Source: an optimization exercise on an open RTL-to-GDS flow (aim: small area, a short achievable clock period and few clock cycles). Production flows keep margins and buffers that such runs may drop.
At most, simulation tests tie the RTL to the original design; equivalence was not proved.
Power is estimated from default activity; no workload was simulated.

// dmc_top
module dmc_top (
    input         clk_i,
    input         rst_n_i,
    input         start_i,
    input         read_i,
    input         write_i,
    input  [31:0] address_i,
    input  [31:0] data_i,
    output [31:0] data_o,
    output        ready_o,
    output        mem_read_o,
    output        mem_write_o,
    output [31:0] mem_address_o,
    output [31:0] mem_data_o,
    input  [31:0] mem_data_i
);
For scale: roughly 1900 cells after synthesis, roughly 800 flip-flops.
Settings: LEC_CHECK=0, CAP_MARGIN=20, CORE_MARGIN=2, CORE_UTILIZATION=40, CTS_BUF_LIST=sky130_fd_sc_hd__clkbuf_16, CTS_CLUSTER_DIAMETER=60, CTS_CLUSTER_SIZE=24, SETUP_SLACK_MARGIN=2.3, SLEW_MARGIN=20; clock period 5.0 ns.
standard.sh (not shown) runs the stock make flow with config.mk's settings and CLKGATE_MAP_FILE= SYNTH_SCRIPT=/design/flow/synth_recipe.tcl, a recipe that flattens the netlist after the stock synthesis.
==> flow/flow/run.sh <==
#!/bin/bash
# The standard layout, with the ports buffered by plain buffers instead of the
# delay cells buffer_ports picks by default.
set -euo pipefail
export BUFFER_PORTS_ARGS="-buffer_cell sky130_fd_sc_hd__buf_2"
bash standard.sh > standard.log 2>&1
Testbench counts at the start, summed over its fixed seeds: cycles 8,771.
Edit:
- PLACE_DENSITY: unset -> 0.68
- SETUP_SLACK_MARGIN: 2.3 -> 2.4
=>
- synthesized cell count stays the same
- hold slack loses 0.0099 ns
- cell area came out lower slightly
- combinational power is about the same
- sequential share of layout area came out higher by 0.20 points
- worst setup slack improves by 0.12 ns
- power drops slightly
Edit:
--- a/flow/flow/run.sh
+++ b/flow/flow/run.sh
@@ -5 +5 @@
-export BUFFER_PORTS_ARGS="-buffer_cell sky130_fd_sc_hd__buf_2"
+export BUFFER_PORTS_ARGS="-buffer_cell sky130_fd_sc_hd__buf_1"
Outcome:
- The new run finished clean
- area after synthesis is unchanged
- global-route usage came out higher by 0.76 points
- setup slack gets worse by 0.099 ns
- sequential share of layout area came out lower by 1.5 points
Edit:
--- a/flow/flow/run.sh
+++ b/flow/flow/run.sh
@@ -5 +5 @@
-export BUFFER_PORTS_ARGS="-buffer_cell sky130_fd_sc_hd__buf_1"
+export BUFFER_PORTS_ARGS="-buffer_cell sky130_fd_sc_hd__buf_2"
- CTS_CLUSTER_DIAMETER: 60 -> 70
- CTS_CLUSTER_SIZE: 24 -> 30
- PLACE_DENSITY: 0.68 -> unset
- SETUP_SLACK_MARGIN: 2.4 -> 2.2
Global-route usage went up by 0.32 points.
Clock skew went down by 0.010 ns.
Design area goes down by a few percent.
Clock power falls by a few percent.
Synthesized area is unchanged.
Total power went down slightly.
Hold slack is better by 0.0058 ns.
Wire length shrinks slightly.
Via count shrinks by a few percent.

========
trial 23:
Another version of the RTL of dmc_top (not shown whole).
Size in the first run: about 810 flip-flops, roughly 200 I/O pins, ~33000 um^2 of cells after synthesis.
clock: 5.0 ns
lec_check: 0
cap_margin: 20
core_margin: 2
core_utilization: 40
cts_buf_list: sky130_fd_sc_hd__clkbuf_8
setup_slack_margin: 2.0
slew_margin: 20
==> flow/flow/run.sh <==
#!/bin/bash
# The standard layout, with the ports buffered by plain buffers instead of the
# delay cells buffer_ports picks by default.
set -euo pipefail
export BUFFER_PORTS_ARGS="-buffer_cell sky130_fd_sc_hd__buf_2"
bash standard.sh > standard.log 2>&1
Testbench counts of trial 23, summed over its fixed seeds: cycles 8,771.
--- input diff trial 23..build 67 ---
# trial 23
export LEC_CHECK = 0
export CAP_MARGIN = 20
export CORE_MARGIN = 2
export CORE_UTILIZATION = 40
export CTS_BUF_LIST = sky130_fd_sc_hd__clkbuf_8
export SETUP_SLACK_MARGIN = 2.0
export SLEW_MARGIN = 20
create_clock -name core_clock -period 5.0 [get_ports {clk_i}]
# build 67
export LEC_CHECK = 0
export CAP_MARGIN = 20
export CORE_MARGIN = 2
export CORE_UTILIZATION = 40
export SETUP_SLACK_MARGIN = 2.0
export SLEW_MARGIN = 20
create_clock -name core_clock -period 5.0 [get_ports {clk_i}]
==> flow/flow/run.sh <==
#!/bin/bash
# The standard layout, with the ports buffered by plain buffers instead of the
# delay cells buffer_ports picks by default.
set -euo pipefail
export BUFFER_PORTS_ARGS="-buffer_cell sky130_fd_sc_hd__buf_4"
bash standard.sh > standard.log 2>&1
Notes after the runs:
- Trial 23 and build 67 all finish clean.
- Non-clock buffer total of the final layout ended up 9 lower on build 67 than on trial 23.
- [diff] finished layout cell area, build 67 relative to trial 23: regression
- Tightest slew margin relative to the limit, trial 23 and build 67: lower on build 67
- Looking at clock network fraction of total power, build 67 sits 3.3 points above trial 23.
- Trial 23 and build 67 ended up with nearly the same final worst-path cycle share.
- Compared build 67 vs trial 23, and buffers inserted during post-CTS setup optimization is up in build 67.
- Routed wire length, trial 23 and build 67, higher one = trial 23.
- Compared with trial 23, build 67 instantiates a smaller number of standard cells.
- Build 67 vs trial 23 — via count dropped about 2%.
- Of the two values seen for launch point of the worst path, address_i[3] was produced by build 67 and address_i[2] by trial 23.

========
== run 2 ==
dmc_top, a different RTL version from the one above (not shown whole).
Size: about 2100 cells after synthesis, ~810 flip-flops, ~200 I/O pins.
## dmc_top
module dmc_top (
    input         clk_i,
    input         rst_n_i,
    input         start_i,
    input         read_i,
    input         write_i,
    input  [31:0] address_i,
    input  [31:0] data_i,
    output [31:0] data_o,
    output        ready_o,
    output        mem_read_o,
    output        mem_write_o,
    output [31:0] mem_address_o,
    output [31:0] mem_data_o,
    input  [31:0] mem_data_i
);
reg [31:0]  store [0:15];      
reg [27:0]  tag   [0:3];
reg [3:0]   pres  [0:3];       
reg [3:0]   dirty;
reg        busy;               
reg        rdy;                
reg        mrd;                
reg [31:0] dreg;               
reg [31:0] wdat;               
reg        byp;                
reg        nbyp;               
reg        pw_v;
reg [3:0]  pw_a;               
reg [15:0] pwe;                
reg        pw_mem;             
reg        pw_dreg;            
reg [27:0] vtag;               
reg [3:0]  ra_a;               
reg        ra_rd;              
reg [3:0]  mm;                 
reg [3:0]  av;                 
reg [1:0]  wp;                 
reg [31:0] mdo;                
reg        owr;                
reg [1:0]  oj;                 
wire [1:0]  idx = address_i[3:2];
wire [1:0]  off = address_i[1:0];
wire [27:0] tg  = address_i[31:4];
wire        req = rdy && start_i && (read_i || write_i);
wire        rd  = read_i;
  ...
Settings: LEC_CHECK=0, CAP_MARGIN=20, CORE_MARGIN=2, CORE_UTILIZATION=40, CTS_BUF_LIST=sky130_fd_sc_hd__clkbuf_16, CTS_CLUSTER_DIAMETER=60, CTS_CLUSTER_SIZE=24, SETUP_SLACK_MARGIN=2.1, SLEW_MARGIN=20; clock period 5.0 ns.
==> flow/flow/run.sh <==
#!/bin/bash
# The standard layout, with the ports buffered by plain buffers instead of the
# delay cells buffer_ports picks by default.
set -euo pipefail
export BUFFER_PORTS_ARGS="-buffer_cell sky130_fd_sc_hd__buf_4"
bash standard.sh > standard.log 2>&1
Run 2 reached the final stage; the timing, design-rule and antenna checks on its layout passed.
Modified inputs, run 3 compared to run 2
diff --git a/flow/config.mk b/flow/config.mk
--- a/flow/config.mk
+++ b/flow/config.mk
@@ -14 +14 @@
-export SETUP_SLACK_MARGIN = 2.1
+export SETUP_SLACK_MARGIN = 2.4
Results
Least setup slack across all paths after layout: run 3 better than run 2
Going from run 2 to run 3, switching portion of total power went up 0.42 points; final critical-path share of the clock period decreased 1.8 points; total global-route track usage higher.
Maximum vdd drop delta (run 3 − run 2): unfavourable
For the clock buffer instance count of the final layout, run 3 came in 1 lower than run 2 did.
No functional check of the RTL was part of any run of this note.

## separate check: timing with driven ports
Ports are ideal in the flow. The routed layouts listed here were re-timed in OpenROAD.
Step 1, drivers: a clkbuf_16 drives clk_i and a buf_2 each remaining input, both assumed.
Step 2 also shifts input and output timing later by t, the mid clock arrival at the registers, as if the neighbouring blocks saw the same clock.
Three values: ideal, step 1, step 2; two values: the first two.
run	t, ns	slack for setup (ns)	cell pins on the clock port's net
the first run of note 1	0.704	2.235 / 2.203 / 1.711	1
the second run of note 1	0.677	2.351 / 2.268 / 1.730	1
the third run of note 1	0.682	2.253 / 2.199 / 1.746	1
the fourth run of note 1	0.687	2.214 / 2.165 / 1.591	1
trial 23	0.849	2.013 / 1.968 / 1.211	1
build 67	0.704	2.013 / 2.019 / 1.340	1
run 2	0.691	2.143 / 2.079 / 1.544	1
run 3	0.690	2.232 / 2.172 / 1.692	1
After both steps setup and hold are still met in every run listed. For trial 23, which loses most, drivers alone change the setup slack by -0.045 ns; drivers and shift together by -0.802 ns.
